This is an optimization exercise on Yosys and OpenROAD, whose aim is small area and a short achievable clock period, not a production implementation.
Where RTL was checked, it was by simulation tests only, not by an equivalence proof against the original.
The RTL of run 9 was laid out without a check of its function.
Power and IR drop assume default switching activity.

## design.v

```verilog
module kernel_rom (
    input [1:0] kernel_size,
    input [5:0] addr,
    output [4:0] wcode
);
    localparam [4:0] W0  = 5'b00000,
                     WP1 = 5'b00001, WN1 = 5'b01001,
                     WP2 = 5'b00010, WN2 = 5'b01010,
                     WP4 = 5'b00100, WN4 = 5'b01100,
                     WP3 = 5'b10001, WP6 = 5'b10010;
    reg [4:0] w0, w1;
    always @(*) begin
        case (addr)  
            0, 6: w0 = WP1;
            1, 7: w0 = W0;
            2, 8: w0 = WN1;
            3, 5: w0 = WP2;
            4: w0 = W0;
            default: w0 = WN2;
        endcase
        case (addr)  
            0, 4, 20, 24: w1 = WP1;
            1, 3, 21, 23: w1 = WP2;
            2, 22: w1 = WP4;
            5, 15: w1 = WP3;
            10, 14: w1 = WP6;
            6, 18: w1 = WN1;
            7, 17: w1 = WN2;
            8, 16: w1 = WN4;
            default: w1 = W0;
        endcase
    end
    wire [4:0] w2 = addr[0] ? WN1 : WP1;  
    assign wcode = kernel_size == 2'd0 ? w0 :
                   kernel_size == 2'd1 ? w1 :
                   kernel_size == 2'd2 ? w2 : W0;
endmodule
module pe (
    input [15:0] acc,
    input [10:0] term,
    input dbl,
    input neg,
    output [15:0] sum,
    output c6,
    output c11
);
    wire sgn = term[10];
    wire [10:0] a = acc[10:0];
    wire [10:0] b = term;
    wire [10:0] c = dbl ? {term[9:0], 1'b0} : 11'd0;
    wire [10:0] s = a ^ b ^ c;
    wire [10:0] k = (a & b) | (a & c) | (b & c);
    wire [11:0] y = {k, neg};
    assign {c6, sum[5:0]} = {1'b0, s[5:0]} + {1'b0, y[5:0]};
    assign {c11, sum[10:6]} = {1'b0, s[10:6]} + {1'b0, y[10:6]};
    wire [2:0] d = {2'b00, k[10]} - {2'b00, sgn} - {2'b00, dbl & sgn};
    assign sum[15:11] = acc[15:11] + {{2{d[2]}}, d};
endmodule
module resolve (
    input [15:0] x,
    input c6,
    input c11,
    output [15:0] s
);
    wire [4:0] m = x[10:6];
    wire [4:0] cm;
    assign cm[0] = c6;
    genvar i;
    generate
        for (i = 1; i < 5; i = i + 1) begin : mc
            assign cm[i] = c6 & (&m[i-1:0]);
        end
    endgenerate
    wire mo = c6 & (&m);
    wire [4:0] h = x[15:11];
    wire both = mo & c11;
    wire one = mo ^ c11;
    wire [4:0] t1;
    assign t1[0] = one;
    generate
        for (i = 1; i < 5; i = i + 1) begin : hc
            assign t1[i] = one & (&h[i-1:0]);
        end
    endgenerate
    wire [4:0] h1 = h ^ t1;
    wire [4:0] t2;
    assign t2[0] = 1'b0;
    assign t2[1] = both;
    generate
        for (i = 2; i < 5; i = i + 1) begin : hd
            assign t2[i] = both & (&h1[i-1:1]);
        end
    endgenerate
    assign s = {h1 ^ t2, m ^ cm, x[5:0]};
endmodule
module systolic_array (
    input clk,
    input reset,
    input [1:0] kernel_size,
    input [7:0] pixel_in,
    output [1:0] level
);
    reg [5:0] index;
    reg run_q, live_q, wrp_q;
    reg [1:0] lvl_q;
    reg [9:0] term_q;
    reg neg_q, dbl_q;
    reg [15:0] ps_q;
    reg ps_c6, ps_c11;
    reg signed [15:0] ps_d;
    wire [4:0] wcode;
    kernel_rom kr (.kernel_size(kernel_size), .addr(index), .wcode(wcode));
    wire run = (kernel_size == 2'b00 && index < 9) ||
               (kernel_size == 2'b01 && index < 25) ||
               (kernel_size == 2'b10 && index < 49);
    wire [9:0] px = {{2{pixel_in[7]}}, pixel_in};
    wire [9:0] sh = ({10{wcode[0]}} & px) | ({10{wcode[1]}} & {px[8:0], 1'b0}) |
                    ({10{wcode[2]}} & {px[7:0], 2'b0});
    wire [9:0] term_d = sh ^ {10{wcode[3]}};
    wire [15:0] ps_full;
    resolve rs (.x(ps_q), .c6(ps_c6), .c11(ps_c11), .s(ps_full));
    wire [15:0] partial_sum = run_q ? ps_full : 16'd0;
    wire [15:0] pe_sum;
    wire c6, c11;
    pe pe_inst (.acc(ps_d), .term({term_q[9], term_q}), .dbl(dbl_q), .neg(neg_q),
                .sum(pe_sum), .c6(c6), .c11(c11));
    wire gt200 = ps_d > 16'sd200;
    wire gt500 = ps_d > 16'sd500;
    wire gt1000 = ps_d > 16'sd1000;
    assign level = wrp_q ? {gt500, gt1000 | (gt200 & ~gt500)} : lvl_q;
    always @(posedge clk) begin
        term_q <= term_d;
        neg_q <= wcode[3];
        dbl_q <= wcode[4];
        ps_q <= pe_sum;
        ps_c6 <= c6;
        ps_c11 <= c11;
        ps_d <= partial_sum;
    end
    always @(posedge clk or posedge reset) begin
        if (reset) begin
            index <= 0;
            run_q <= 0;
            live_q <= 0;
            wrp_q <= 0;
            lvl_q <= 0;
        end else begin
            live_q <= 1'b1;
            run_q <= run & live_q;
            wrp_q <= !run;
            lvl_q <= level;
            if (run)
                index <= index + 1;
            else
                index <= 0;
        end
    end
endmodule
module cnn_accelerator (
    input clk,
    input reset,
    input [7:0] pixel_in,
    input [1:0] kernel_size,
    output reg detected
);
    wire [1:0] lvl;
    systolic_array sa (
        .clk(clk),
        .reset(reset),
        .kernel_size(kernel_size),
        .pixel_in(pixel_in),
        .level(lvl)
    );
    always @(posedge clk or posedge reset) begin
        if (reset)
            detected <= 0;
        else begin
            case (kernel_size)
                2'b00: detected <= |lvl;
                2'b01: detected <= lvl[1];
                2'b10: detected <= &lvl;
                default: detected <= 0;
            endcase
        end
    end
endmodule
```

## constraint.sdc

```tcl
create_clock -name core_clock -period 6.0 [get_ports {clk}]
set_input_delay 1.2000 -clock core_clock [delete_from_list [all_inputs] [get_ports {clk}]]
set_output_delay 1.2000 -clock core_clock [all_outputs]
set_load 0.01 [all_outputs]
```

## config.mk

```make
export PLATFORM = sky130hd
export DESIGN_NAME = cnn_accelerator
export DESIGN_NICKNAME = cnn_accelerator
export VERILOG_FILES = /design/flow/design.v
export SDC_FILE = /design/flow/constraint.sdc
export NUM_CORES = 4
export LEC_CHECK = 0
export ABC_CLOCK_PERIOD_IN_PS = 2100
export CAP_MARGIN = 20
export CORE_MARGIN = 2
export CORE_UTILIZATION = 65
export CTS_BUF_LIST = sky130_fd_sc_hd__clkbuf_4
export SETUP_SLACK_MARGIN = 3.9
export SLEW_MARGIN = 20
```

## run.sh

```bash
#!/bin/bash
# synth_recipe.tcl (not shown) runs the flow's synth.tcl, then flattens the netlist and writes it again
# the make line also repeats each setting of config.mk as NAME=value (left out here)
make -C /OpenROAD-flow-scripts/flow DESIGN_CONFIG=/design/flow/config.mk WORK_HOME=/design/flow/orfs CLKGATE_MAP_FILE= SYNTH_SCRIPT=/design/flow/synth_recipe.tcl finish
```

==> results of run 1 <==
cell type report:
| class | count | area [µm²] |
|---|---|---|
| Inverter | 26 | 97.59 |
| Tap cell | 67 | 83.83 |
| Clock buffer | 11 | 82.58 |
| Multi-Input combinational cell | 230 | 2141 |
| Timing Repair Buffer | 38 | 332.8 |
| Clock inverter | 5 | 21.27 |
| Sequential cell | 58 | 1240 |
| Fill cell | 277 | 787.0 |
layer usage:
layer,track usage,vias up
li1,-,1199
met1,0.2935,1192
met2,0.4435,54
met3,0.05890,16
met4,0.1190,0
met5,0,-
stage by stage:
step           hold slack (ps)    util
6_report                 440.3  0.8356
2_1_floorplan            411.9       -
3_5_place_dp             421.3  0.7161
4_1_cts                  441.0  0.7963
3_3_place_gp             413.4  0.7161
5_1_grt                  455.6  0.8356
cell usage after synthesis, drive strengths merged (2+ instances only):
library cell / instances / area [µm²]
dfxtp: 46 / 920.9
ha: 29 / 362.9
inv: 26 / 97.59
and2: 25 / 156.4
nor2: 20 / 77.58
xnor2: 17 / 148.9
xor2: 17 / 148.9
a21oi: 13 / 65.06
dfrtp: 12 / 300.3
fa: 12 / 240.2
nand2: 11 / 41.29
o211ai: 10 / 75.07
o21ai: 9 / 48.80
a21o: 6 / 45.04
a222oi: 6 / 60.06
buf: 6 / 47.54
mux2i: 5 / 50.05
nand3: 5 / 25.02
nor3: 5 / 30.03
nor2b: 4 / 25.02
and3: 3 / 18.77
nand2b: 3 / 18.77
a211oi: 2 / 15.01
a22oi: 2 / 15.01
a31oi: 2 / 18.77
clkbuf: 2 / 7.510
o21bai: 2 / 15.01
o31ai: 2 / 15.01
cell families (layout without fill, tap and decap cells):
| logic type | count (synthesis) | count (layout) | synth area share |
|---|---|---|---|
| AND/OR/NAND/NOR | 85 | 85 | 0.1411 |
| AO/OA/AOI/OAI | 62 | 63 | 0.1403 |
| flip-flops | 58 | 58 | 0.3752 |
| adder cells (fa/ha/maj) | 42 | 42 | 0.1884 |
| XOR/XNOR | 34 | 34 | 0.09150 |
| buffers and inverters | 34 | 80 | 0.04690 |
| multiplexers | 5 | 5 | 0.01538 |
| other | 1 | 1 | 0.001152 |
final timing paths:
path / end / cells past startpoint
max reg2reg: sa.ps_q[5]$_DFF_P_ / 8
min in group asynchronous: sa.index[1]$_DFF_PP0_ / 2
max in group asynchronous: sa.index[3]$_DFF_PP0_ / 2
max: sa.term_q[6]$_DFF_P_ / 6
min reg2reg: sa.ps_d[2]$_SDFF_PN0_ / 1
min: sa.ps_d[2]$_SDFF_PN0_ / 1
where the power goes:
part / switching (W) / internal [W]
combinational: 0.000284 / 0.000303
sequential: 0.000101 / 0.000517
clock: 0.000135 / 0.0000892
critical path: cells and delay by family:
kind / cells / cell delay [ps]
AND/OR/NAND/NOR: 1 / 150
XOR/XNOR: 1 / 210
buffers and inverters: 1 / 110
AO/OA/AOI/OAI: 3 / 750
sequential cells by signal, indices dropped and copies added (netlist names), 2 cells and up:
register   count
sa.index       6
sa.lvl_q       2
sa.ps_d       16
sa.ps_q       16
sa.term_q     10
repair_timing:
| action | CTS | global route |
|---|---|---|
| gates cloned | 1 | 0 |
| pin swaps | 21 | 22 |
| gates resized for setup | 57 | 26 |
| endpoints found under the hold margin | 0 | 0 |
| buffers inserted | 14 | 12 |
| setup endpoints to repair | 29 | 29 |
==> results.cfg, run 1 <==
[status]
status = complete, no violations

[yosys]
netlist_instances = 321
syn_nets = 374
yosys_warnings = 3
synth_edf_count = 0
synth_seq_cells = 58
synth_area_per_cell_um2 = 10.14
yosysSeqAreaShare = 0.3752
async_flop_share = 0.2069
netlist_area_um2 = 3254
yosysUniqueCellTypes = 54
synth_top_flop_cell = dfxtp_1

[setup_path]
cp_data_required_time_ps = 6310
crit_chain = buf_12 -> nor3_4 -> o211ai_1 -> o211a_4 -> a222oi_1 -> xor2_1
timing.rr.start = sa.dbl_q$_SDFF_PP0_
r2r_slack_ps = 3910
crit_fanout = 8
slowest_stage = a222oi_1
cp-start-kind = input pin
worst-setup-path-type = in2reg
crit_path_end_kind = flip-flop
worst_path_largest_cell_delay_ps = 350
arrival_ps = 2420
timing.critical_path.from = kernel_size[0]

[routing]
postRouteAntennaNets = 0
routed-wl-met3_um = 288
dr.max_layer_used = met4
wl_met2_mm = 3.528
vias = 2461
drt_first_pass_iters = 5
first_iter_violations = 82
wl_met1_mm = 2.858
drc = 0
wire_per_inst_um = 15.71
viasPerCell = 5.657
drt-total-wl_mm = 6.835

[cells_and_area]
final_cells = 435
mostFrequentLayoutCells = dfxtp_1, and2_1, buf_4
final_common_cell = dfxtp_1
syn_to_final_growth_pct = 22.88
n_antenna_cell = 0
drive_gt1_frac = 0.2745
postLayoutCellArea_um2 = 3999
fin_nets = 416

[clock_network]
cts-root-buf = clkbuf_4
ctsHoldBuffers = 0
htree_levels = 3
cts_tree = built
insertion_delay_ps = 390
cts-buffers-inserted = 9
clkTransAtPathRegs_ps = 90
cts_num_sinks = 58
clk_path_buf_depth = 2

[placed_design]
dpl.cell_count = 392
place_congestion = 0.8924
dp_hpwl_mm = 4.209
pre_cts_ws_ps = 2904
io_buffers = 12
placed_cell_area_um2 = 3427

[floorplanning]
die-area_um2 = 5589
start_util = 0.6800
placementRows = 25
die_h_um = 74.76
io_pins = 13
die_x_um = 74.76
coreArea_um2 = 4786

[sta]
fin_skew_ps = 8.664
timing.final.crit_share = 0.3508
min_period_ps = 2105
grt_setup_unrepaired = true
fin_ws_ps = 3895
setup_tns_ps = 0
setup_viol = 0
fmax_mhz = 475.1
slew_viol_final = 0
hold_violations = 0

[global_routing]
grt_max_degree = 19
grt_pass1_vias = 2440
grt_pass1_wl_mm = 10.58
overflow = 0
track_usage = 0.2533
antenna_found_initial = 0

[worst_hold_path]
hold_path_class = reg2reg
min_from = sa.ps_q[2]$_DFF_P_

[pwr]
power_density_nw_per_um2 = 357.4
power_w = 0.001429
p_leak_nw = 1.712
peakVddDrop_uv = 229.5

[run]
drv_cap = 0
==> run 2, diff against run 1 <==
--- a/config.mk
+++ b/config.mk
@@ -5,10 +5,10 @@
 export SDC_FILE = /design/flow/constraint.sdc
 export NUM_CORES = 4
 export LEC_CHECK = 0
-export ABC_CLOCK_PERIOD_IN_PS = 2100
+export ABC_CLOCK_PERIOD_IN_PS = 2150
 export CAP_MARGIN = 20
 export CORE_MARGIN = 2
 export CORE_UTILIZATION = 65
 export CTS_BUF_LIST = sky130_fd_sc_hd__clkbuf_4
-export SETUP_SLACK_MARGIN = 3.9
+export SETUP_SLACK_MARGIN = 3.85
 export SLEW_MARGIN = 20
==> results.cfg, run 2 <==
[sta]
setup_viol = 0
hold_violations = 0
fmax_mhz = 462.4
holdWs_ps = 434.0
timing.final.crit_share = 0.3604
setup_tns_ps = 0
min_period_ps = 2162
slew_viol_final = 0
grt_setup_unrepaired = true
fin_skew_ps = 10.82

[clock_network]
clk_path_buf_depth = 2
cts_tree = built
insertion_delay_ps = 400
ctsHoldBuffers = 0
htree_levels = 3
cts-root-buf = clkbuf_4
clkTransAtPathRegs_ps = 100
cts_num_sinks = 58
cts-buffers-inserted = 9

[setup_path]
r2r-end = sa.ps_d[14]$_SDFF_PN0_
crit_fanout = 4
cp-start-kind = flip-flop
r2r_slack_ps = 3840
arrival_ps = 2450
crit_path_end_kind = flip-flop
worst-setup-path-type = reg2reg
timing.rr.start = sa.ps_q[6]$_DFF_P_
cp_data_required_time_ps = 6290
ff2ff_path_depth = 10

[routing]
postRouteAntennaNets = 0
first_iter_violations = 83
drt_first_pass_iters = 4
drc = 0
drt-total-wl_mm = 6.736
viasPerCell = 5.556
wire_per_inst_um = 15.74
vias = 2378

[placed_design]
dp_hpwl_mm = 4.211
place_congestion = 0.9168
io_buffers = 12

[pwr]
p_leak_nw = 1.703
switchingPower_w = 0.0005176
seqPwrFrac = 0.415
peakVddDrop_uv = 296.8
p_clk_frac = 0.210
intPower_w = 0.0009691
comb_power_share = 0.375
p_sw_frac = 0.3482
power_density_nw_per_um2 = 378.5

[cells_and_area]
top_regs = sa.ps_d x16, sa.ps_q x16, sa.term_q x10
fillers = 305
multi_input_area_um2 = 2078
fin_nets = 409
ff_latch_area_um2 = 1241
syn_to_final_growth_pct = 20.68
drive_gt1_frac = 0.2438
n_antenna_cell = 0
final_common_cell = dfxtp_1
mostFrequentLayoutCells = dfxtp_1, inv_1, and2_1

[worst_hold_path]
hold_path_class = reg2reg
whs_path_depth = 1
hold_path_end = sa.ps_d[4]$_SDFF_PN0_
min_from = sa.ps_q[4]$_DFF_P_

[floorplanning]
die_x_um = 74.76
start_util = 0.6800
die_h_um = 74.76
die-area_um2 = 5589
coreArea_um2 = 4786
placementRows = 25
io_pins = 13

[yosys]
yosysTopAreaCellShare = 0.2830
yosysUniqueCellTypes = 54
synth_area_per_cell_um2 = 10.14
yosysSeqAreaShare = 0.3752
synth_seq_cells = 58
synth_top_flop_cell = dfxtp_1
synth_edf_count = 0
synthMostInstantiatedCell = dfxtp_1
syn_nets = 374
yosys-top-cells-count = dfxtp_1, ha_1, inv_1
netlist_instances = 321
yosys_warnings = 3
async_flop_share = 0.2069
netlist_area_um2 = 3254
synth.area.top_cells = dfxtp_1, ha_1, dfrtp_1, fa_1, and2_1
yosysTopAreaCell = dfxtp_1

[global_routing]
grt_max_degree = 19
grt_pass1_vias = 2340
antenna_found_initial = 0
grt_pass1_wl_mm = 10.52
track_usage = 0.2573
overflow = 0

[run]
drv_cap = 0

[status]
status = complete, no violations
## run 2: cell counts after synthesis
No cell type changed its count.
## run 2: area by class of cell
| class | instances | area share |
|---|---|---|
| clock buffers | 10 | 0.01911 |
| clock inverters | 6 | 0.02039 |
| inverters | 26 | 0.02485 |
| multi-input cells | 229 | 0.5291 |
| flip-flops and latches | 58 | 0.3160 |
| well taps | 67 | 0.02134 |
| repair buffers | 32 | 0.06913 |
## run 2: layer usage
| layer | global-route usage | up-vias | part of all wire |
|---|---|---|---|
| met5 | 0 | - | 0 |
| met4 | 0.1210 | 0 | 0.024 |
| met3 | 0.07363 | 16 | 0.036 |
| met2 | 0.4336 | 44 | 0.51 |
| met1 | 0.3041 | 1144 | 0.43 |
| li1 | - | 1174 | - |
## run 2: through the flow
step           instance area [µm²]  utilization  worst slack [ps]   power, W  instances
6_report                      3928       0.8207              3838   0.001487        428
4_1_cts                       3716       0.7765              3847   0.001420        414
3_5_place_dp                  3415       0.7135              2901   0.001068        392
3_3_place_gp                  3415       0.7135              2945   0.001050        392
2_1_floorplan                 3277            -              3687  0.0009612        321
5_1_grt                       3928       0.8207              3777   0.001595        428
## run 2: timing repair
item	4_1_cts	5_1_grt
buffers inserted	6	14
pin swaps	13	16
resized for setup	39	34
setup endpoints to repair	29	28
## run 2: kinds of logic (layout without fill, tap and decap cells)
logic type | count (synthesis) | count (layout) | synth area share
other cells | 1 | 1 | 0.001152
mux | 5 | 5 | 0.01538
simple gates | 85 | 85 | 0.1411
fa+ha+maj | 42 | 42 | 0.1884
flops | 58 | 58 | 0.3752
compound gates | 62 | 62 | 0.1403
buf+inv | 34 | 74 | 0.04690
xor+xnor | 34 | 34 | 0.09150
## run 2: worst max-delay path, stage by stage (launching register included)
cell      delay, ps
dfxtp_4         370
nand3_4          70
nor2_4           40
and3_4          180
ha_4            280
ha_4            150
nor2b_1          50
o211ai_1        240
a21boi_2        100
or3_1           390
and3_1          180
## run 2: worst max path at each step
stage	depth (start not counted)	from	endpoint
6_report	10	sa.ps_q[6]$_DFF_P_	sa.ps_d[14]$_SDFF_PN0_
5_1_grt	10	sa.ps_q[6]$_DFF_P_	sa.ps_d[14]$_SDFF_PN0_
4_1_cts	8	sa.index[0]$_DFF_PP0_	sa.term_q[5]$_DFF_P_
3_5_place_dp	6	kernel_size[0]	sa.term_q[5]$_DFF_P_
3_3_place_gp	5	kernel_size[0]	sa.term_q[4]$_DFF_P_
2_1_floorplan	6	kernel_size[0]	sa.term_q[3]$_DFF_P_
## run 2: power by group through the flow
stage | combinational, W | clock, W | sequential (W)
2_1_floorplan | 0.000377 | 0 | 0.000584
6_report | 0.000558 | 0.000313 | 0.000616
4_1_cts | 0.000485 | 0.000320 | 0.000615
3_5_place_dp | 0.000455 | 0 | 0.000613
3_3_place_gp | 0.000438 | 0 | 0.000612
5_1_grt | 0.000628 | 0.000335 | 0.000632
==> run 3, diff against run 2 <==
==> config.mk (replaced) <==
export PLATFORM = sky130hd
export DESIGN_NAME = cnn_accelerator
export DESIGN_NICKNAME = cnn_accelerator
export VERILOG_FILES = /design/flow/design.v
export SDC_FILE = /design/flow/constraint.sdc
export NUM_CORES = 4
export LEC_CHECK = 0
export ABC_CLOCK_PERIOD_IN_PS = 2200
export CAP_MARGIN = 0
export CORE_MARGIN = 2
export CORE_UTILIZATION = 65
export CTS_BUF_LIST = sky130_fd_sc_hd__clkbuf_4
export SETUP_SLACK_MARGIN = 3.8
export SLEW_MARGIN = 0
==> results.cfg, run 3 <==
[status]
status = complete, no violations

[cells_and_area]
drive_gt1_frac = 0.2188
fin_nets = 402
n_antenna_cell = 0
postLayoutCellArea_um2 = 3789
syn_to_final_growth_pct = 16.42
top_regs = sa.ps_d x16, sa.ps_q x16, sa.term_q x10
mostFrequentLayoutCells = dfxtp_1, and2_1, inv_1, ha_1
fillers = 328
final_common_cell = dfxtp_1

[yosys]
synth.area.top_cells = dfxtp_1, ha_1, dfrtp_1, fa_1, and2_1
yosys_warnings = 3
yosysTopAreaCell = dfxtp_1
syn_nets = 374
synthMostInstantiatedCell = dfxtp_1
yosysSeqAreaShare = 0.3752
yosysTopAreaCellShare = 0.2830
netlist_area_um2 = 3254
async_flop_share = 0.2069
synth_seq_cells = 58
synth_area_per_cell_um2 = 10.14
synth_top_flop_cell = dfxtp_1
synth_edf_count = 0
yosysUniqueCellTypes = 54
yosys-top-cells-count = dfxtp_1, ha_1, inv_1
netlist_instances = 321

[global_routing]
grt_use_met1 = 0.2865
antenna_found_initial = 0
track_usage = 0.2356
use_met2 = 0.3874
grt_max_degree = 19
grt_pass1_vias = 2219
grt.busiest_layer = met2
grtUsageMet3 = 0.07764
grt_pass1_wl_mm = 9.666
overflow = 0

[setup_path]
slowest_stage = a222oi_1
timing.critical_path.from = kernel_size[0]
crit_family = compound AO/OA/AOI/OAI gates
crit_chain = buf_6 -> nor3_4 -> o211ai_1 -> o211a_4 -> a222oi_1 -> xor2_1
arrival_ps = 2490
crit_path_end_kind = flip-flop
cp_data_required_time_ps = 6330
cp-start-kind = input pin
worst-setup-path-type = in2reg
crit_buf_inv = 1
crit_fanout = 9
timing.rr.start = sa.term_q[9]$_DFF_P_
worst_path_largest_cell_delay_ps = 360

[pwr]
p_leak_nw = 1.640
power_w = 0.001345
peakVddDrop_uv = 221.9
power_density_nw_per_um2 = 355.0

[routing]
viasPerCell = 5.649
first_iter_violations = 149
drt-total-wl_mm = 6.127
vias = 2367
wire_per_inst_um = 14.62
drc = 0
postRouteAntennaNets = 0
drt_first_pass_iters = 6

[sta]
slew_viol_final = 0
fmax_mhz = 463.9
setup_viol = 0
fin_skew_ps = 6.188
holdWs_ps = 441.0
grt_setup_unrepaired = false
min_period_ps = 2156
timing.final.crit_share = 0.3593
hold_violations = 0
setup_tns_ps = 0

[placed_design]
placed_cell_area_um2 = 3412
place_congestion = 0.9052
dp_hpwl_mm = 4.301
io_buffers = 12

[clock_network]
cts_tree = built
cts-root-buf = clkbuf_4
insertion_delay_ps = 400
clkTransAtPathRegs_ps = 90
cts-buffers-inserted = 9
htree_levels = 3
ctsHoldBuffers = 0
clk_path_buf_depth = 2
cts_num_sinks = 58

[run]
drv_cap = 0

[floorplanning]
die_h_um = 74.76
io_pins = 13
die_x_um = 74.76
start_util = 0.6800
die-area_um2 = 5589
coreArea_um2 = 4786
placementRows = 25

[worst_hold_path]
hold_path_class = reg2reg
min_from = sa.ps_q[2]$_DFF_P_
## run 3: layout make-up
type,count,area [µm²],area share
multi-input combinational,229,2059,0.5436
sequential,58,1240,0.3273
timing repair buffer,25,216.5,0.05713
inverter,26,97.59,0.02576
tap,67,83.83,0.02213
clock buffer,9,67.56,0.01783
clock inverter,5,23.77,0.006275
## run 3: routing by layer
layer  part of all wire  routed length (µm)
met1               0.45                2728
met2               0.49                3017
met3              0.041                 253
met4              0.021                 127
met5                  0                   0
## run 3: kinds of logic (layout without fill, tap and decap cells)
logic type,count (synthesis),after routing,synth area share
AO/OA/AOI/OAI,62,62,0.1403
XOR/XNOR,34,34,0.09150
adder cells (fa/ha/maj),42,42,0.1884
buffers and inverters,34,65,0.04690
flip-flops,58,58,0.3752
multiplexers,5,5,0.01538
other,1,1,0.001152
AND/OR/NAND/NOR,85,85,0.1411
## run 3: through the flow
| step | util | std cells | setup WS, ps |
|---|---|---|---|
| 2_1_floorplan | - | 321 | 3687 |
| 3_3_place_gp | 0.7129 | 392 | 2954 |
| 3_5_place_dp | 0.7129 | 392 | 2868 |
| 4_1_cts | 0.7550 | 412 | 3799 |
| 5_1_grt | 0.7916 | 419 | 3752 |
| 6_report | 0.7916 | 419 | 3844 |
## run 3: final timing paths
| check | end | slack, ps | depth (start not counted) |
|---|---|---|---|
| hold / removal | sa.ps_d[2]$_SDFF_PN0_ | 440 | 1 |
| setup reg to reg | sa.ps_q[15]$_DFF_P_ | 3860 | 11 |
| min in group asynchronous | sa.index[1]$_DFF_PP0_ | 1100 | 2 |
| max in group asynchronous | sa.index[3]$_DFF_PP0_ | 4560 | 2 |
| hold reg to reg | sa.ps_d[2]$_SDFF_PN0_ | 440 | 1 |
| setup / recovery | sa.term_q[5]$_DFF_P_ | 3840 | 6 |
## run 3: what timing repair did
item / CTS / global route
endpoints found under the setup margin: 28 / 27
resized for setup: 35 / 34
buffers inserted: 6 / 7
pin swaps: 10 / 21
## run 3: report_power, final
group	internal (W)	switching, W
registers	0.000516	0.000101
clock network	0.0000763	0.000134
logic	0.000266	0.000251
total	0.000859	0.000486
==> run 4, diff against run 3 <==
--- a/config.mk
+++ b/config.mk
@@ -6,9 +6,11 @@
 export NUM_CORES = 4
 export LEC_CHECK = 0
 export ABC_CLOCK_PERIOD_IN_PS = 2200
-export CAP_MARGIN = 0
+export CAP_MARGIN = 20
 export CORE_MARGIN = 2
 export CORE_UTILIZATION = 65
 export CTS_BUF_LIST = sky130_fd_sc_hd__clkbuf_4
+export GPL_ROUTABILITY_DRIVEN = 0
+export GPL_TIMING_DRIVEN = 0
 export SETUP_SLACK_MARGIN = 3.8
-export SLEW_MARGIN = 0
+export SLEW_MARGIN = 20
==> results.cfg, run 4 <==
[status]
status = complete, no violations

[placed_design]
pre_cts_ws_ps = 3058
dp_hpwl_mm = 4.275
io_buffers = 11

[cells_and_area]
multi_input_area_um2 = 2028
n_antenna_cell = 0
fillers = 298
mostFrequentLayoutCells = dfxtp_1, and2_1, inv_1
top_regs = sa.ps_d x16, sa.ps_q x16, sa.term_q x10
fin_nets = 408
drive_gt1_frac = 0.2333
syn_to_final_growth_pct = 19.65
final_common_cell = dfxtp_1
ff_latch_area_um2 = 1232

[routing]
wl_met1_mm = 2.708
drc = 0
drt_first_pass_iters = 7
routed-wl-met3_um = 309
drt-total-wl_mm = 6.233
dr.max_layer_used = met4
wire_per_inst_um = 14.60
wl_met2_mm = 3.105
viasPerCell = 5.600
first_iter_violations = 148
postRouteAntennaNets = 0
vias = 2391

[yosys]
synth_top_flop_cell = dfxtp_1
netlist_area_um2 = 3254
yosysTopAreaCellShare = 0.2830
synthMostInstantiatedCell = dfxtp_1
yosysTopAreaCell = dfxtp_1
synth_seq_cells = 58
yosysSeqAreaShare = 0.3752
yosys_warnings = 3
yosys-top-cells-count = dfxtp_1, ha_1, inv_1
synth.area.top_cells = dfxtp_1, ha_1, dfrtp_1, fa_1, and2_1
netlist_instances = 321
syn_nets = 374
async_flop_share = 0.2069
yosysUniqueCellTypes = 54
synth_area_per_cell_um2 = 10.14
synth_edf_count = 0

[global_routing]
overflow = 0
track_usage = 0.2496
antenna_found_initial = 0
grt_pass1_vias = 2339
grt_pass1_wl_mm = 10.26
grt_max_degree = 13

[sta]
fin_skew_ps = 12.86
slew_viol_final = 0
hold_violations = 0
fmax_mhz = 451.9
grt_setup_unrepaired = true
setup_tns_ps = 0
min_period_ps = 2213
fin_ws_ps = 3787
timing.final.crit_share = 0.3688
setup_viol = 0

[pwr]
p_clk_frac = 0.240
intPower_w = 0.0009962
peakVddDrop_uv = 245.9
comb_power_share = 0.354
switchingPower_w = 0.0005064
seqPwrFrac = 0.407
p_sw_frac = 0.3370
p_leak_nw = 1.698
power_density_nw_per_um2 = 385.9

[setup_path]
worst-setup-path-type = reg2reg
arrival_ps = 2510
cp_data_required_time_ps = 6290
cp-start-kind = flip-flop
crit_path_end_kind = flip-flop
crit_fanout = 5

[floorplanning]
die_x_um = 74.76
io_pins = 13
placementRows = 25
die_h_um = 74.76
die-area_um2 = 5589
start_util = 0.6800
coreArea_um2 = 4786

[clock_network]
cts_tree = built
insertion_delay_ps = 410
htree_levels = 3
ctsHoldBuffers = 0
clk_path_buf_depth = 2
cts-buffers-inserted = 9
clkTransAtPathRegs_ps = 110
cts_num_sinks = 58
cts-root-buf = clkbuf_4

[worst_hold_path]
hold_path_class = reg2reg

[run]
drv_cap = 0
## run 4: cell counts after synthesis
No cell type changed its count.
## run 4: power by group through the flow
stage	Sequential [W]	Combinational [W]	Clock, W
after floorplan	0.000584	0.000376	0
after detailed placement	0.000605	0.000466	0
after CTS	0.000606	0.000496	0.000370
after global routing	0.000626	0.000600	0.000389
final	0.000611	0.000532	0.000360
after global placement	0.000603	0.000450	0
## run 4: stage by stage
stage	instance area [µm²]	cells	utilization	hold slack (ps)	power, W
finish	3894	427	0.8136	443.2	0.001503
global route	3894	427	0.8136	458.6	0.001616
CTS	3781	421	0.7901	444.4	0.001472
detailed placement	3468	399	0.7247	416.9	0.001071
global placement	3468	399	0.7247	414.5	0.001053
floorplan	3274	321	-	411.9	0.0009601
## run 4: cell families after synthesis
| family | count (synthesis) | synth area share |
|---|---|---|
| AOI/OAI and AO/OA | 62 | 0.1403 |
| xor gates and xnor gates | 34 | 0.09150 |
| adders and majority gates | 42 | 0.1884 |
| buffers and inverters | 34 | 0.04690 |
| DFF | 58 | 0.3752 |
| muxes | 5 | 0.01538 |
| other | 1 | 0.001152 |
| and+or+nand+nor | 85 | 0.1411 |
## run 4: worst max-delay path, cell delays in order, from the launching register on
cell and delay [ps]:
dfxtp_2 360, buf_8 110, and2_4 130, fa_2 460, fa_2 400, a21oi_2 170
nor2_1 50, nor2_1 150, nor2b_1 70, o21ai_1 130, nand2b_1 70
## run 4: what timing repair did
action,4_1_cts,5_1_grt
resized for setup,31,27
cloned,1,0
pin swaps,14,25
setup buffers,5,6
setup endpoints to repair,28,28
## run 4: final timing paths
| check | cells past startpoint | endpoint | slack (ps) | start |
|---|---|---|---|---|
| min reg2reg | 1 | sa.ps_d[1]$_SDFF_PN0_ | 440 | sa.ps_q[1]$_DFF_P_ |
| max | 10 | sa.ps_c6$_DFF_P_ | 3790 | sa.dbl_q$_SDFF_PP0_ |
| min | 1 | sa.ps_d[1]$_SDFF_PN0_ | 440 | sa.ps_q[1]$_DFF_P_ |
| min in group asynchronous | 2 | sa.live_q$_DFF_PP0_ | 1090 | reset |
| max reg2reg | 10 | sa.ps_c6$_DFF_P_ | 3790 | sa.dbl_q$_SDFF_PP0_ |
| max in group asynchronous | 2 | sa.index[1]$_DFF_PP0_ | 4560 | reset |
## run 4: layer usage
layer  up-vias  global-route usage
met2        65              0.4189
met4         0              0.1131
met3        11             0.07229
met5         -                   0
li1       1178                   -
met1      1137              0.2979
## run 4: area by class of cell
cell class,count,share of cell area
sequential,58,0.3165
inverter,26,0.02506
clock buffer,9,0.01735
timing repair buffer,23,0.04884
clock inverter,7,0.03021
multi-input combinational,229,0.5209
tap,67,0.02153
buffer,8,0.01960
==> run 5, diff against run 4 <==
--- a/config.mk
+++ b/config.mk
@@ -8,9 +8,7 @@
 export ABC_CLOCK_PERIOD_IN_PS = 2200
 export CAP_MARGIN = 20
 export CORE_MARGIN = 2
-export CORE_UTILIZATION = 65
+export CORE_UTILIZATION = 80
 export CTS_BUF_LIST = sky130_fd_sc_hd__clkbuf_4
-export GPL_ROUTABILITY_DRIVEN = 0
-export GPL_TIMING_DRIVEN = 0
 export SETUP_SLACK_MARGIN = 3.8
 export SLEW_MARGIN = 20
==> results.cfg, run 5 <==
[global_routing]
grt_pass1_wl_mm = 11.48
grt_pass1_vias = 2509
antenna_found_initial = 1
track_usage = 0.3486
overflow = 0
grt_max_degree = 19

[cells_and_area]
syn_to_final_growth_pct = 19.15
ff_latch_area_um2 = 1241
n_antenna_cell = 0
fillers = 57
final_common_cell = dfxtp_1
top_regs = sa.ps_d x16, sa.ps_q x16, sa.term_q x10
multi_input_area_um2 = 2113
drive_gt1_frac = 0.2493
fin_nets = 410
mostFrequentLayoutCells = dfxtp_1, and2_1, inv_1

[placed_design]
place_congestion = 0.8512
dp_hpwl_mm = 4.536
io_buffers = 12

[routing]
vias = 3048
wire_per_inst_um = 26.78
drt-total-wl_mm = 11.01
postRouteAntennaNets = 0
drt_first_pass_iters = 14
first_iter_violations = 421
viasPerCell = 7.416
drc = 0

[setup_path]
cp_data_required_time_ps = 6300
arrival_ps = 2790
crit_fanout = 11
worst-setup-path-type = reg2reg
crit_family = adder cells
cp-start-kind = flip-flop
worst_path_largest_cell_delay_ps = 470
crit_top_cell = nor2_1
slowest_stage = fa_1
crit_path_end_kind = flip-flop
crit_chain = and2_1 -> fa_1 -> ha_2 -> a21oi_1 -> nor2_1 -> nor2_1 -> nor2b_1 -> o21ai_1 -> nand2b_1
crit_buf_inv = 0

[yosys]
async_flop_share = 0.2069
yosys-top-cells-count = dfxtp_1, ha_1, inv_1
yosys_warnings = 3
synth_seq_cells = 58
netlist_area_um2 = 3254
synthMostInstantiatedCell = dfxtp_1
synth_edf_count = 0
syn_nets = 374
netlist_instances = 321
yosysSeqAreaShare = 0.3752
synth.area.top_cells = dfxtp_1, ha_1, dfrtp_1, fa_1, and2_1
yosysUniqueCellTypes = 54
synth_area_per_cell_um2 = 10.14
synth_top_flop_cell = dfxtp_1
yosysTopAreaCellShare = 0.2830
yosysTopAreaCell = dfxtp_1

[clock_network]
clk_path_buf_depth = 2
cts-buffers-inserted = 9
insertion_delay_ps = 430
cts-root-buf = clkbuf_4
cts_num_sinks = 58
htree_levels = 3
cts_tree = built
clkTransAtPathRegs_ps = 110

[sta]
tightestPinTransition_ps = 624.2
timing.final.crit_share = 0.4146
hold_violations = 0
holdWs_ps = 449.7
min_period_ps = 2488
setup_viol = 0
max-slew-margin-rel = 0.5806
fmax_mhz = 402.0
slew_viol_final = 0
fin_skew_ps = 17.04
grt_setup_unrepaired = true
setup_tns_ps = 0

[run]
drv_cap = 0

[worst_hold_path]
hold_path_class = reg2reg

[floorplanning]
coreArea_um2 = 3971
die_x_um = 67.78
io_pins = 13
die_h_um = 67.78
die-area_um2 = 4594
placementRows = 23
start_util = 0.8195

[pwr]
power_density_nw_per_um2 = 402.3
peakVddDrop_uv = 351.3
p_leak_nw = 1.672

[status]
status = complete, no violations
## run 5: path summary, 6_finish.rpt
kind                                     start                     to  slack, ps  cells past startpoint
max reg2reg                sa.dbl_q$_SDFF_PP0_       sa.ps_c6$_DFF_P_       3510                      9
min in group asynchronous                reset    sa.live_q$_DFF_PP0_       1100                      2
max                        sa.dbl_q$_SDFF_PP0_       sa.ps_c6$_DFF_P_       3510                      9
min                         sa.ps_q[3]$_DFF_P_  sa.ps_d[3]$_SDFF_PN0_        450                      1
min reg2reg                 sa.ps_q[3]$_DFF_P_  sa.ps_d[3]$_SDFF_PN0_        450                      1
max in group asynchronous                reset  sa.index[1]$_DFF_PP0_       4540                      2
## run 5: timing repair
action	4_1_cts	5_1_grt
resized for setup	38	42
endpoints found under the setup margin	29	29
buffers inserted	7	13
gates cloned	1	0
hold buffers	0	0
pin swaps	13	27
## run 5: worst reg2reg max path, stage by stage, from the launching register on
cell      delay, ps
dfxtp_4         420
and2_1          190
fa_1            470
ha_2            360
a21oi_1         230
nor2_1           90
nor2_1          220
nor2b_1         110
o21ai_1         180
nand2b_1        100
## run 5: metrics by stage
stage | util | total power (W) | cells | area, µm² | setup WS (ps)
5_1_grt | 0.9764 | 0.001617 | 411 | 3877 | 3338
2_1_floorplan | - | 0.0009601 | 321 | 3274 | 3687
3_3_place_gp | 0.8538 | 0.001046 | 375 | 3391 | 2957
6_report | 0.9764 | 0.001560 | 411 | 3877 | 3512
4_1_cts | 0.9181 | 0.001343 | 398 | 3646 | 3800
3_5_place_dp | 0.8538 | 0.001076 | 375 | 3391 | 2907
## run 5: logic make-up after synthesis
kind of cell | Yosys count | synth area share
compound gates | 62 | 0.1403
xor+xnor | 34 | 0.09150
fa+ha+maj | 42 | 0.1884
buf+inv | 34 | 0.04690
flops | 58 | 0.3752
mux | 5 | 0.01538
other cells | 1 | 0.001152
simple gates | 85 | 0.1411
## run 5: final cells by class
type / instances / area share
timing repair buffer: 32 / 0.06841
multi-input combinational: 230 / 0.5450
inverter: 26 / 0.02517
clock inverter: 5 / 0.005808
sequential: 58 / 0.3201
clock buffer: 10 / 0.01936
tap: 50 / 0.01613
## run 5: report_power, final
part | switching [W] | total, W | internal, W | leakage [nW]
clock network | 0.000149 | 0.000232 | 0.0000827 | 0.0609
logic | 0.000373 | 0.000681 | 0.000308 | 1.08
registers | 0.000130 | 0.000647 | 0.000518 | 0.531
total | 0.000652 | 0.00156 | 0.000908 | 1.67
## run 5: metal layers
| layer | track usage | share of wire | up-vias |
|---|---|---|---|
| li1 | - | - | 1177 |
| met1 | 0.3838 | 0.31 | 1363 |
| met2 | 0.5968 | 0.45 | 343 |
| met3 | 0.1167 | 0.12 | 165 |
| met4 | 0.1775 | 0.11 | 0 |
| met5 | 0 | 0 | - |
==> run 6, diff against run 5 <==
--- a/config.mk
+++ b/config.mk
@@ -8,7 +8,7 @@
 export ABC_CLOCK_PERIOD_IN_PS = 2200
 export CAP_MARGIN = 20
 export CORE_MARGIN = 2
-export CORE_UTILIZATION = 80
+export CORE_UTILIZATION = 55
 export CTS_BUF_LIST = sky130_fd_sc_hd__clkbuf_4
 export SETUP_SLACK_MARGIN = 3.8
 export SLEW_MARGIN = 20
==> results.cfg, run 6 <==
[yosys]
netlist_area_um2 = 3254
synth_area_per_cell_um2 = 10.14
synth_seq_cells = 58
syn_nets = 374
yosysTopAreaCell = dfxtp_1
yosysSeqAreaShare = 0.3752
synth.area.top_cells = dfxtp_1, ha_1, dfrtp_1, fa_1, and2_1
yosysUniqueCellTypes = 54
yosys-top-cells-count = dfxtp_1, ha_1, inv_1
yosysTopAreaCellShare = 0.2830
synthMostInstantiatedCell = dfxtp_1
synth_top_flop_cell = dfxtp_1
netlist_instances = 321
yosys_warnings = 3
synth_edf_count = 0
async_flop_share = 0.2069

[sta]
tightestPinTransition_ps = 536.5
max-slew-margin-rel = 0.6331
grt_setup_unrepaired = true
fin_skew_ps = 16.46
setup_tns_ps = 0
fmax_mhz = 469.5
timing.final.crit_share = 0.3550
hold_violations = 0
setup_viol = 0
min_period_ps = 2130
slew_viol_final = 0

[setup_path]
crit_top_cell = ha_2
worst-setup-path-type = reg2reg
arrival_ps = 2430
crit_chain = ha_2 -> a21oi_2 -> ha_1 -> xor2_1 -> ha_2 -> inv_1 -> fa_2 -> inv_2 -> a21o_1 -> a21oi_1 -> xnor2_1
crit_fanout = 2
crit_path_end_kind = flip-flop
cp_data_required_time_ps = 6300
worst_path_largest_cell_delay_ps = 370
cp-start-kind = flip-flop
ff2ff_path_depth = 11
slowest_stage = dfxtp_2

[clock_network]
ctsHoldBuffers = 0
clk_path_buf_depth = 2
cts-root-buf = clkbuf_4
cts_tree = built
insertion_delay_ps = 410
cts_num_sinks = 58
clkTransAtPathRegs_ps = 90
htree_levels = 3
cts-buffers-inserted = 9

[floorplanning]
start_util = 0.5596
placementRows = 28
io_pins = 13
die_x_um = 80.92
coreArea_um2 = 5816
die-area_um2 = 6548
die_h_um = 80.92

[global_routing]
overflow = 0
grt_max_degree = 19
grt_pass1_wl_mm = 10.02
grt_pass1_vias = 2244
track_usage = 0.2036
antenna_found_initial = 0

[routing]
vias = 2334
drt_first_pass_iters = 6
postRouteAntennaNets = 0
drt-total-wl_mm = 6.261
drc = 0
first_iter_violations = 66
wire_per_inst_um = 14.39
viasPerCell = 5.366

[placed_design]
io_buffers = 12
dp_hpwl_mm = 4.428
placed_cell_area_um2 = 3422
place_congestion = 0.8418

[status]
status = complete, no violations

[cells_and_area]
top_regs = sa.ps_d x16, sa.ps_q x16, sa.term_q x10
final_common_cell = dfxtp_1
mostFrequentLayoutCells = dfxtp_1, and2_1, inv_1
syn_to_final_growth_pct = 20.07
drive_gt1_frac = 0.2222
fin_nets = 408
n_antenna_cell = 0
postLayoutCellArea_um2 = 3908

[worst_hold_path]
whs_path_depth = 1
hold_path_class = reg2reg

[pwr]
power_density_nw_per_um2 = 365.7
peakVddDrop_uv = 206.6
p_leak_nw = 1.693

[run]
drv_cap = 0
[run 6: cell types whose count changed in the layout (fill, tap and decap cells not counted), sizes merged]
cell    before  now
clkbuf      11   13
clkinv       5    3
buf         22   21
bufinv       0    1
o21ai       10    9
[run 6: timing repair]
action | CTS | global route
resized for setup | 38 | 28
endpoints found under the hold margin | 0 | 0
setup buffers | 10 | 9
endpoints found under the setup margin | 28 | 25
pin swaps | 16 | 14
[run 6: per-layer routing]
layer	global-route usage	wire length (µm)
met5	0	0
met2	0.3314	3073
met1	0.2518	2893
met4	0.1068	136
met3	0.04667	158
[run 6: cells by family after synthesis]
group                    synth area share
AND/OR/NAND/NOR                    0.1411
buffers and inverters             0.04690
flip-flops                         0.3752
multiplexers                      0.01538
XOR/XNOR                          0.09150
AO/OA/AOI/OAI                      0.1403
adder cells (fa/ha/maj)            0.1884
other                            0.001152
[run 6: metrics by stage]
step | power, W | cells | utilization | hold WS, ps | worst slack [ps]
3_3_place_gp | 0.001057 | 400 | 0.5884 | 414.6 | 2926
5_1_grt | 0.001536 | 435 | 0.6719 | 463.3 | 3750
6_report | 0.001429 | 435 | 0.6719 | 439.4 | 3870
3_5_place_dp | 0.001068 | 400 | 0.5884 | 418.7 | 2860
2_1_floorplan | 0.0009601 | 321 | - | 411.9 | 3687
4_1_cts | 0.001400 | 426 | 0.6439 | 441.4 | 3803
[run 6: worst paths after layout]
path	start	to	slack [ps]
min in group asynchronous	reset	sa.index[1]$_DFF_PP0_	1090
max in group asynchronous	reset	sa.index[3]$_DFF_PP0_	4570
worst min-delay path	sa.ps_q[1]$_DFF_P_	sa.ps_d[1]$_SDFF_PN0_	440
worst min register to register	sa.ps_q[1]$_DFF_P_	sa.ps_d[1]$_SDFF_PN0_	440
worst max register to register	sa.ps_d[10]$_SDFF_PN0_	sa.ps_q[15]$_DFF_P_	3870
worst max-delay path	sa.ps_d[10]$_SDFF_PN0_	sa.ps_q[15]$_DFF_P_	3870
[run 6: worst max-delay path: cells and delay by family, from the launching register on]
kind	cells	cell delay [ps]
adders and majority gates	4	1060
DFF	1	370
xor gates and xnor gates	2	290
AOI/OAI and AO/OA	3	200
buffers and inverters	2	110
[run 6: final cells by class]
cell class,instances,area (µm²)
clock inverter,4,42.54
fill,481,1908
clock buffer,12,90.09
sequential,58,1240
multi-input combinational,229,2054
inverter,26,97.59
timing repair buffer,31,289.0
tap,75,93.84
[run 6: report_power, final]
group | internal (W) | switching (W) | leakage (nW)
logic | 0.000282 | 0.000255 | 1.09
clock network | 0.000138 | 0.000139 | 0.0764
registers | 0.000516 | 0.0000985 | 0.531
total | 0.000936 | 0.000493 | 1.69
==> run 7, diff against run 6 <==
--- a/config.mk
+++ b/config.mk
@@ -8,7 +8,7 @@
 export ABC_CLOCK_PERIOD_IN_PS = 2200
 export CAP_MARGIN = 20
 export CORE_MARGIN = 2
-export CORE_UTILIZATION = 55
+export CORE_UTILIZATION = 72
 export CTS_BUF_LIST = sky130_fd_sc_hd__clkbuf_4
 export SETUP_SLACK_MARGIN = 3.8
 export SLEW_MARGIN = 20
==> results.cfg, run 7 <==
[setup_path]
crit_buf_inv = 3
worst_path_largest_cell_delay_ps = 390
r2r-end = sa.ps_q[10]$_DFF_P_
arrival_ps = 2500
crit_chain = clkbuf_2 -> and2_1 -> fa_1 -> ha_1 -> inv_1 -> fa_1 -> inv_1 -> a21o_1 -> a21oi_2 -> xnor2_1
slowest_stage = fa_1
crit_family = adder cells
cp_data_required_time_ps = 6320
r2r_slack_ps = 3810
cp-start-kind = flip-flop
timing.rr.start = sa.dbl_q$_SDFF_PP0_
crit_path_end_kind = flip-flop
ff2ff_path_depth = 10
worst-setup-path-type = reg2reg
crit_fanout = 7

[clock_network]
ctsHoldBuffers = 0
cts_num_sinks = 58
clkTransAtPathRegs_ps = 100
cts-root-buf = clkbuf_4
insertion_delay_ps = 400
htree_levels = 3
cts-buffers-inserted = 9
cts_tree = built
clk_path_buf_depth = 2

[pwr]
p_clk_frac = 0.155
power_density_nw_per_um2 = 364.4
peakVddDrop_uv = 271.5
seqPwrFrac = 0.443
p_sw_frac = 0.3670
comb_power_share = 0.403
intPower_w = 0.0008916
power_w = 0.001408
switchingPower_w = 0.0005169
p_leak_nw = 1.681

[cells_and_area]
mostFrequentLayoutCells = dfxtp_1, and2_1, inv_1
fillers = 209
fin_nets = 410
ff_latch_area_um2 = 1240
postLayoutCellArea_um2 = 3865
drive_gt1_frac = 0.2493
top_regs = sa.ps_d x16, sa.ps_q x16, sa.term_q x10
final_cells = 413
multi_input_area_um2 = 2086
syn_to_final_growth_pct = 18.76
n_antenna_cell = 0
final_common_cell = dfxtp_1

[global_routing]
grt_pass1_wl_mm = 10.65
overflow = 0
grt_max_degree = 19
track_usage = 0.2771
antenna_found_initial = 0
grt_pass1_vias = 2357

[routing]
drt_first_pass_iters = 5
drt-total-wl_mm = 6.914
drc = 0
vias = 2455
postRouteAntennaNets = 0
first_iter_violations = 98
wire_per_inst_um = 16.74
viasPerCell = 5.944

[floorplanning]
die-area_um2 = 5074
io_pins = 13
start_util = 0.7474
die_h_um = 71.23
die_x_um = 71.23
coreArea_um2 = 4354
placementRows = 24

[sta]
tightestPinTransition_ps = 575.2
slew_viol_final = 0
grt_setup_unrepaired = true
setup_tns_ps = 0
setup_viol = 0
hold_violations = 0
holdWs_ps = 435.2
min_period_ps = 2186
fin_skew_ps = 12.55
max-slew-margin-rel = 0.6165
timing.final.crit_share = 0.3644
fmax_mhz = 457.4

[placed_design]
io_buffers = 12
dp_hpwl_mm = 4.421
placed_cell_area_um2 = 3393
dpl.cell_count = 377
place_congestion = 0.8989

[yosys]
synth.area.top_cells = dfxtp_1, ha_1, dfrtp_1, fa_1, and2_1
synthMostInstantiatedCell = dfxtp_1
synth_area_per_cell_um2 = 10.14
yosysSeqAreaShare = 0.3752
synth_seq_cells = 58
synth_edf_count = 0
async_flop_share = 0.2069
yosysTopAreaCell = dfxtp_1
syn_nets = 374
netlist_area_um2 = 3254
yosys-top-cells-count = dfxtp_1, ha_1, inv_1
synth_top_flop_cell = dfxtp_1
netlist_instances = 321
yosysTopAreaCellShare = 0.2830
yosys_warnings = 3
yosysUniqueCellTypes = 54

[status]
status = complete, no violations

[run]
drv_cap = 0

[worst_hold_path]
whs_path_depth = 1
hold_path_end = sa.ps_d[3]$_SDFF_PN0_
hold_path_class = reg2reg
min_from = sa.ps_q[3]$_DFF_P_
-- run 7: cell counts after synthesis --
Identical to the previous run, type by type.
-- run 7: what timing repair did --
item,CTS,global route
buffers inserted,5,16
endpoints found under the setup margin,28,26
cloned,0,0
gates resized for setup,35,40
pin swaps,10,21
-- run 7: worst max path at each step --
stage	start	end	slack, ps	cells past startpoint
global route	sa.dbl_q$_SDFF_PP0_	sa.ps_q[10]$_DFF_P_	3720	10
global placement	kernel_size[0]	sa.term_q[4]$_DFF_P_	2960	5
floorplan	kernel_size[0]	sa.term_q[3]$_DFF_P_	3690	6
detailed placement	kernel_size[0]	sa.term_q[2]$_DFF_P_	2860	5
CTS	sa.ps_q[6]$_DFF_P_	sa.ps_d[15]$_SDFF_PN0_	3800	10
finish	sa.dbl_q$_SDFF_PP0_	sa.ps_q[10]$_DFF_P_	3810	10
-- run 7: per-stage QoR --
stage	worst slack, ps	utilization
2_1_floorplan	3687	-
3_3_place_gp	2956	0.7793
3_5_place_dp	2856	0.7793
4_1_cts	3802	0.8267
5_1_grt	3716	0.8876
6_report	3814	0.8876
-- run 7: layout make-up --
cell class | count | share of cell area
Inverter | 26 | 0.02525
Tap cell | 52 | 0.01683
Clock buffer | 10 | 0.01942
Timing Repair Buffer | 33 | 0.07219
Multi-Input combinational cell | 229 | 0.5397
Sequential cell | 58 | 0.3208
Clock inverter | 5 | 0.005827
-- run 7: kinds of logic after synthesis --
group,share of synthesized area
XOR/XNOR,0.09150
multiplexers,0.01538
buffers and inverters,0.04690
other,0.001152
adder cells (fa/ha/maj),0.1884
AND/OR/NAND/NOR,0.1411
flip-flops,0.3752
AO/OA/AOI/OAI,0.1403
-- run 7: power groups by stage --
stage	Sequential [W]	Clock, W	Combinational (W)
2_1_floorplan	0.000584	0	0.000376
3_3_place_gp	0.000611	0	0.000434
3_5_place_dp	0.000617	0	0.000455
4_1_cts	0.000615	0.000224	0.000478
5_1_grt	0.000638	0.000236	0.000633
6_report	0.000624	0.000218	0.000567
-- run 7: routing by layer --
layer / share of wire / track usage / vias up
met4: 0.021 / 0.1090 / 0
met3: 0.041 / 0.09142 / 17
met2: 0.53 / 0.4630 / 61
met1: 0.41 / 0.3318 / 1200
met5: 0 / 0 / -
li1: - / - / 1177
==> run 8, diff against run 7 <==
--- a/config.mk
+++ b/config.mk
@@ -7,8 +7,10 @@
 export LEC_CHECK = 0
 export ABC_CLOCK_PERIOD_IN_PS = 2200
 export CAP_MARGIN = 20
+export CELL_PAD_IN_SITES_DETAIL_PLACEMENT = 0
+export CELL_PAD_IN_SITES_GLOBAL_PLACEMENT = 0
 export CORE_MARGIN = 2
-export CORE_UTILIZATION = 72
+export CORE_UTILIZATION = 65
 export CTS_BUF_LIST = sky130_fd_sc_hd__clkbuf_4
 export SETUP_SLACK_MARGIN = 3.8
 export SLEW_MARGIN = 20
==> results.cfg, run 8 <==
[yosys]
yosysSeqAreaShare = 0.3752
synth_top_flop_cell = dfxtp_1
synth_edf_count = 0
synth-simple-area-share = 0.1411
yosysTopAreaCellShare = 0.2830
netlist_instances = 321
synth_area_per_cell_um2 = 10.14
synth_fa_ha_area_frac = 0.1884
yosysTopAreaCell = dfxtp_1
yosysUniqueCellTypes = 54
synth_seq_cells = 58
synthXorXnorAreaFrac = 0.09150
netlist_area_um2 = 3254
yosys-top-cells-count = dfxtp_1, ha_1, inv_1
syn_nets = 374
synth_top_family_by_area = adder cells
yosys_warnings = 3
synthMostInstantiatedCell = dfxtp_1
synth.area.top_cells = dfxtp_1, ha_1, dfrtp_1, fa_1, and2_1
synth_mux_area_frac = 0.01538
async_flop_share = 0.2069
synth_compound_area_frac = 0.1403

[cells_and_area]
syn_to_final_growth_pct = 16.42
multi_input_area_um2 = 2059
top_regs = sa.ps_d x16, sa.ps_q x16, sa.term_q x10
fillers = 328
final_common_cell = dfxtp_1
n_antenna_cell = 0
drive_gt1_frac = 0.2188
fin_nets = 402
ff_latch_area_um2 = 1240
mostFrequentLayoutCells = dfxtp_1, and2_1, inv_1, ha_1

[floorplanning]
die-area_um2 = 5589
die_h_um = 74.76
start_util = 0.6800
coreArea_um2 = 4786
placementRows = 25
die_x_um = 74.76
io_pins = 13

[pwr]
intPower_w = 0.0008591
seqPwrFrac = 0.459
p_sw_frac = 0.3613
comb_power_share = 0.385
peakVddDrop_uv = 221.9
power_density_nw_per_um2 = 355.0
p_leak_nw = 1.640
p_clk_frac = 0.157
power_w = 0.001345
switchingPower_w = 0.0004860

[global_routing]
grt_pass1_wl_mm = 9.666
track_usage = 0.2356
grt.busiest_layer = met2
grt_max_degree = 19
antenna_found_initial = 0
overflow = 0
grt_pass1_vias = 2219
grt_use_met1 = 0.2865
grtUsageMet3 = 0.07764
use_met2 = 0.3874

[sta]
holdWs_ps = 441.0
min_period_ps = 2156
fin_skew_ps = 6.188
grt_setup_unrepaired = false
hold_violations = 0
setup_viol = 0
setup_tns_ps = 0
slew_viol_final = 0
fmax_mhz = 463.9
timing.final.crit_share = 0.3593

[run]
drv_cap = 0

[setup_path]
cp-start-kind = input pin
crit_family = compound AO/OA/AOI/OAI gates
crit_fanout = 9
crit_path_end_kind = flip-flop
timing.rr.start = sa.term_q[9]$_DFF_P_
crit_chain = buf_6 -> nor3_4 -> o211ai_1 -> o211a_4 -> a222oi_1 -> xor2_1
cp_data_required_time_ps = 6330
worst_path_largest_cell_delay_ps = 360
crit_buf_inv = 1
slowest_stage = a222oi_1
r2r_slack_ps = 3860
arrival_ps = 2490
worst-setup-path-type = in2reg
r2r-end = sa.ps_q[15]$_DFF_P_
ff2ff_path_depth = 11

[worst_hold_path]
hold_path_class = reg2reg
hold_path_end = sa.ps_d[2]$_SDFF_PN0_
min_from = sa.ps_q[2]$_DFF_P_
whs_path_depth = 1

[routing]
vias = 2367
drt_first_pass_iters = 6
wire_per_inst_um = 14.62
postRouteAntennaNets = 0
viasPerCell = 5.649
first_iter_violations = 149
drt-total-wl_mm = 6.127
drc = 0

[clock_network]
cts_num_sinks = 58
clkTransAtPathRegs_ps = 90
ctsHoldBuffers = 0
clk_path_buf_depth = 2
insertion_delay_ps = 400
cts-buffers-inserted = 9
cts-root-buf = clkbuf_4
cts_tree = built
htree_levels = 3

[placed_design]
dp_hpwl_mm = 4.301
place_congestion = 0.9052
io_buffers = 12

[status]
status = complete, no violations
run 8: worst max path at each step:
stage | end | cells after the start | startpoint | slack, ps
floorplan | sa.term_q[3]$_DFF_P_ | 6 | kernel_size[0] | 3690
global placement | sa.term_q[5]$_DFF_P_ | 5 | kernel_size[0] | 2950
detailed placement | sa.term_q[8]$_DFF_P_ | 5 | kernel_size[0] | 2870
CTS | sa.ps_c6$_DFF_P_ | 9 | sa.dbl_q$_SDFF_PP0_ | 3800
global route | sa.term_q[6]$_DFF_P_ | 6 | kernel_size[0] | 3750
finish | sa.term_q[5]$_DFF_P_ | 6 | kernel_size[0] | 3840
run 8: metrics by stage:
step	utilization	cells	cell area, µm²	setup slack (ps)
after floorplan	-	321	3274	3687
after global placement	0.7129	392	3412	2954
after detailed placement	0.7129	392	3412	2868
after CTS	0.7550	412	3613	3799
after global routing	0.7916	419	3789	3752
final	0.7916	419	3789	3844
run 8: worst reg2reg max path, cell delays in order, from the launching register on:
cell and delay (ps):
dfxtp_4 380, ha_4 160, a21oi_2 100, ha_1 240, xor2_1 180, ha_2 230
inv_2 40, fa_2 370, inv_2 50, a21o_1 120, a21oi_2 50, xnor2_1 110
run 8: power groups by stage:
| stage | clock network [W] | logic (W) | registers, W |
|---|---|---|---|
| after floorplan | 0 | 0.000376 | 0.000584 |
| after global placement | 0 | 0.000434 | 0.000613 |
| after detailed placement | 0 | 0.000451 | 0.000615 |
| after CTS | 0.000219 | 0.000476 | 0.000611 |
| after global routing | 0.000233 | 0.000583 | 0.000633 |
| final | 0.000211 | 0.000517 | 0.000617 |
run 8: metal layers:
layer,part of all wire,routed length (µm),up-vias
met3,0.041,253,16
li1,-,-,1161
met1,0.45,2728,1131
met2,0.49,3017,59
met4,0.021,127,0
met5,0,0,-
run 8: kinds of logic (layout without fill, tap and decap cells):
| kind of cell | count (synthesis) | in the layout |
|---|---|---|
| adders and majority gates | 42 | 42 |
| muxes | 5 | 5 |
| buffers and inverters | 34 | 65 |
| DFF | 58 | 58 |
| xor gates and xnor gates | 34 | 34 |
| other | 1 | 1 |
| and+or+nand+nor | 85 | 85 |
| AOI/OAI and AO/OA | 62 | 62 |
run 8: final cells by class:
type / instances / share of cell area
multi-input cells: 229 / 0.5436
clock inverters: 5 / 0.006275
flip-flops and latches: 58 / 0.3273
clock buffers: 9 / 0.01783
repair buffers: 25 / 0.05713
inverters: 26 / 0.02576
well taps: 67 / 0.02213
run 8: what timing repair did:
item | in CTS | in global routing
endpoints found under the setup margin | 28 | 27
resized for setup | 35 | 34
pin swaps | 10 | 21
buffers inserted | 6 | 7
==> run 9, diff against run 8 <==
--- a/design.v
+++ b/design.v
@@ -101,7 +101,7 @@
     output [1:0] level
 );
     reg [5:0] index;
-    reg run_q, live_q, wrp_q;
+    reg run_q, live_q;
     reg [1:0] lvl_q;
     reg [9:0] term_q;
     reg neg_q, dbl_q;
@@ -127,7 +127,7 @@
     wire gt200 = ps_d > 16'sd200;
     wire gt500 = ps_d > 16'sd500;
     wire gt1000 = ps_d > 16'sd1000;
-    assign level = wrp_q ? {gt500, gt1000 | (gt200 & ~gt500)} : lvl_q;
+    assign level = (live_q & ~run_q) ? {gt500, gt1000 | (gt200 & ~gt500)} : lvl_q;
     always @(posedge clk) begin
         term_q <= term_d;
         neg_q <= wcode[3];
@@ -142,12 +142,10 @@
             index <= 0;
             run_q <= 0;
             live_q <= 0;
-            wrp_q <= 0;
             lvl_q <= 0;
         end else begin
             live_q <= 1'b1;
             run_q <= run & live_q;
-            wrp_q <= !run;
             lvl_q <= level;
             if (run)
                 index <= index + 1;
--- a/config.mk
+++ b/config.mk
@@ -7,8 +7,6 @@
 export LEC_CHECK = 0
 export ABC_CLOCK_PERIOD_IN_PS = 2200
 export CAP_MARGIN = 20
-export CELL_PAD_IN_SITES_DETAIL_PLACEMENT = 0
-export CELL_PAD_IN_SITES_GLOBAL_PLACEMENT = 0
 export CORE_MARGIN = 2
 export CORE_UTILIZATION = 65
 export CTS_BUF_LIST = sky130_fd_sc_hd__clkbuf_4
==> results.cfg, run 9 <==
[status]
status = complete, no violations

[sta]
max-slew-margin-rel = 0.6413
hold_violations = 0
slew_viol_final = 0
setup_tns_ps = 0
grt_setup_unrepaired = true
setup_viol = 0
fin_skew_ps = 21.03
min_period_ps = 2235
fmax_mhz = 447.3
timing.final.crit_share = 0.3726
tightestPinTransition_ps = 538.0

[yosys]
async_flop_share = 0.1930
netlist_instances = 335
yosys_warnings = 3
synth.area.top_cells = dfxtp_1, ha_1, dfrtp_1, xnor2_1, fa_1
synth_seq_cells = 57
yosysTopAreaCellShare = 0.2742
yosysUniqueCellTypes = 59
syn_nets = 388
yosys-top-cells-count = dfxtp_1, and2_1, ha_1
netlist_area_um2 = 3358
yosysSeqAreaShare = 0.3562
synthMostInstantiatedCell = dfxtp_1
synth_area_per_cell_um2 = 10.02
yosysTopAreaCell = dfxtp_1
synth_edf_count = 0
synth_top_flop_cell = dfxtp_1

[worst_hold_path]
whs_path_depth = 1
min_from = sa.ps_q[0]$_DFF_P_
hold_path_class = reg2reg
hold_path_end = sa.ps_d[0]$_SDFF_PN0_

[pwr]
intPower_w = 0.0009175
power_w = 0.001397
p_leak_nw = 1.717
seqPwrFrac = 0.438
power_density_nw_per_um2 = 361.2
comb_power_share = 0.367
peakVddDrop_uv = 191.7
p_clk_frac = 0.195
p_sw_frac = 0.3435
switchingPower_w = 0.0004800

[routing]
drc = 0
drt-total-wl_mm = 6.211
postRouteAntennaNets = 0
viasPerCell = 5.355
first_iter_violations = 67
vias = 2340
wire_per_inst_um = 14.21
drt_first_pass_iters = 4

[clock_network]
htree_levels = 3
cts_num_sinks = 57
cts-root-buf = clkbuf_4
cts-buffers-inserted = 9
clkTransAtPathRegs_ps = 90
cts_tree = built
clk_path_buf_depth = 2
insertion_delay_ps = 400

[setup_path]
ff2ff_path_depth = 11
arrival_ps = 2520
crit_path_end_kind = flip-flop
cp_data_required_time_ps = 6280
r2r_slack_ps = 3860
worst-setup-path-type = in2reg
r2r-end = sa.ps_q[15]$_DFF_P_
cp-start-kind = input pin
crit_fanout = 6
timing.rr.start = sa.term_q[9]$_DFF_P_

[floorplanning]
die_x_um = 75.88
placementRows = 26
start_util = 0.6660
io_pins = 13
coreArea_um2 = 5042
die_h_um = 75.88
die-area_um2 = 5758

[global_routing]
track_usage = 0.2417
grt_pass1_vias = 2269
grt_max_degree = 22
grt_pass1_wl_mm = 10.16
antenna_found_initial = 0
overflow = 0

[cells_and_area]
postLayoutCellArea_um2 = 3869
n_antenna_cell = 0
syn_to_final_growth_pct = 15.20
final_common_cell = dfxtp_1
fin_nets = 415
mostFrequentLayoutCells = dfxtp_1, and2_1, xnor2_1
top_regs = sa.ps_d x16, sa.ps_q x16, sa.term_q x10
drive_gt1_frac = 0.2289

[run]
drv_cap = 0

[placed_design]
place_congestion = 0.8373
io_buffers = 12
dp_hpwl_mm = 4.388
placed_cell_area_um2 = 3502
-- run 9: timing repair --
item,in CTS,in global routing
setup endpoints to repair,27,24
resized for setup,28,34
hold endpoints to repair,0,0
pin swaps,7,14
setup buffers,3,11
hold buffers,0,0
-- run 9: area by class of cell --
cell class,count,area [µm²]
Multi-Input combinational cell,243,2105
Sequential cell,57,1214
Fill cell,375,1174
Timing Repair Buffer,26,235.2
Inverter,25,93.84
Clock buffer,12,90.09
Tap cell,70,87.58
Clock inverter,4,43.79
-- run 9: critical path, stage by stage --
cell and delay [ps]:
buf_8 110, or3b_4 400, nor4b_4 260, a211o_2 160
nand4b_1 170, o21ai_2 90, xnor2_1 130
-- run 9: cell families after synthesis --
family,share of synthesized area
other,0.001117
AOI/OAI and AO/OA,0.1207
adders and majority gates,0.1829
xor gates and xnor gates,0.09650
buffers and inverters,0.04955
DFF,0.3562
and+or+nand+nor,0.1777
muxes,0.01528
-- run 9: metrics by stage --
step | setup slack (ps) | hold WS [ps] | utilization | instances
after global routing | 3752 | 441.0 | 0.7672 | 437
final | 3765 | 424.9 | 0.7672 | 437
after detailed placement | 2676 | 419.9 | 0.6945 | 407
after CTS | 3762 | 434.5 | 0.7323 | 426
after floorplan | 3531 | 411.9 | - | 335
after global placement | 2763 | 413.1 | 0.6945 | 407
-- run 9: worst max-delay path by stage --
| stage | slack, ps | end | cells past startpoint | from |
|---|---|---|---|---|
| 2_1_floorplan | 3530 | sa.term_q[9]$_DFF_P_ | 6 | kernel_size[1] |
| 5_1_grt | 3750 | sa.term_q[9]$_DFF_P_ | 7 | kernel_size[1] |
| 3_5_place_dp | 2680 | sa.term_q[9]$_DFF_P_ | 7 | kernel_size[0] |
| 4_1_cts | 3760 | sa.ps_c6$_DFF_P_ | 9 | sa.dbl_q$_SDFF_PP0_ |
| 6_report | 3760 | sa.term_q[9]$_DFF_P_ | 7 | kernel_size[1] |
| 3_3_place_gp | 2760 | sa.term_q[9]$_DFF_P_ | 7 | kernel_size[0] |
-- run 9: routing by layer --
metal / up-vias / global-route usage / routed length (µm)
li1: 1193 / - / -
met2: 28 / 0.4071 / 3139
met1: 1115 / 0.2929 / 2879
met3: 4 / 0.07937 / 155
met5: - / 0 / 0
met4: 0 / 0.07602 / 36
-- run 9: power by group through the flow --
stage / logic, W / registers, W / clock network, W
global route: 0.000582 / 0.000631 / 0.000297
floorplan: 0.000399 / 0.000576 / 0
CTS: 0.000484 / 0.000607 / 0.000278
global placement: 0.000445 / 0.000612 / 0
detailed placement: 0.000465 / 0.000615 / 0
finish: 0.000513 / 0.000612 / 0.000272

re-timing with driven ports:
In the flow no input, the clock included, has a driving cell. The finished layouts below were timed again as built, in two steps.
Step 1, drivers: a clkbuf_16 drives clk and a buf_2 each remaining input, both assumed.
Step 2, shift: input delay + t, output delay - t, t = (earliest + latest rising clock arrival at the registers) / 2. This alone moves slack from input paths to output paths.
a / b / c = ideal / step 1 / step 2; a / b = the first two.
run	t, ns	slack for setup (ns)	latest minus earliest clock arrival (ns)
run 1	0.411	3.895 / 3.850 / 3.438	0.009 / 0.009
run 2	0.419	3.838 / 3.838 / 3.470	0.011 / 0.010
run 3	0.423	3.844 / 3.840 / 3.417	0.007 / 0.007
run 4	0.430	3.787 / 3.787 / 3.452	0.014 / 0.013
run 5	0.451	3.512 / 3.512 / 3.283	0.017 / 0.017
run 6	0.433	3.870 / 3.870 / 3.446	0.016 / 0.017
run 7	0.419	3.814 / 3.814 / 3.435	0.013 / 0.013
run 8	0.423	3.844 / 3.840 / 3.417	0.007 / 0.007
run 9	0.410	3.765 / 3.730 / 3.319	0.021 / 0.021
After both steps setup and hold are still met in every run listed. The setup slack of run 1, which loses most, moves by -0.045 ns with the drivers and by -0.457 ns with both steps.
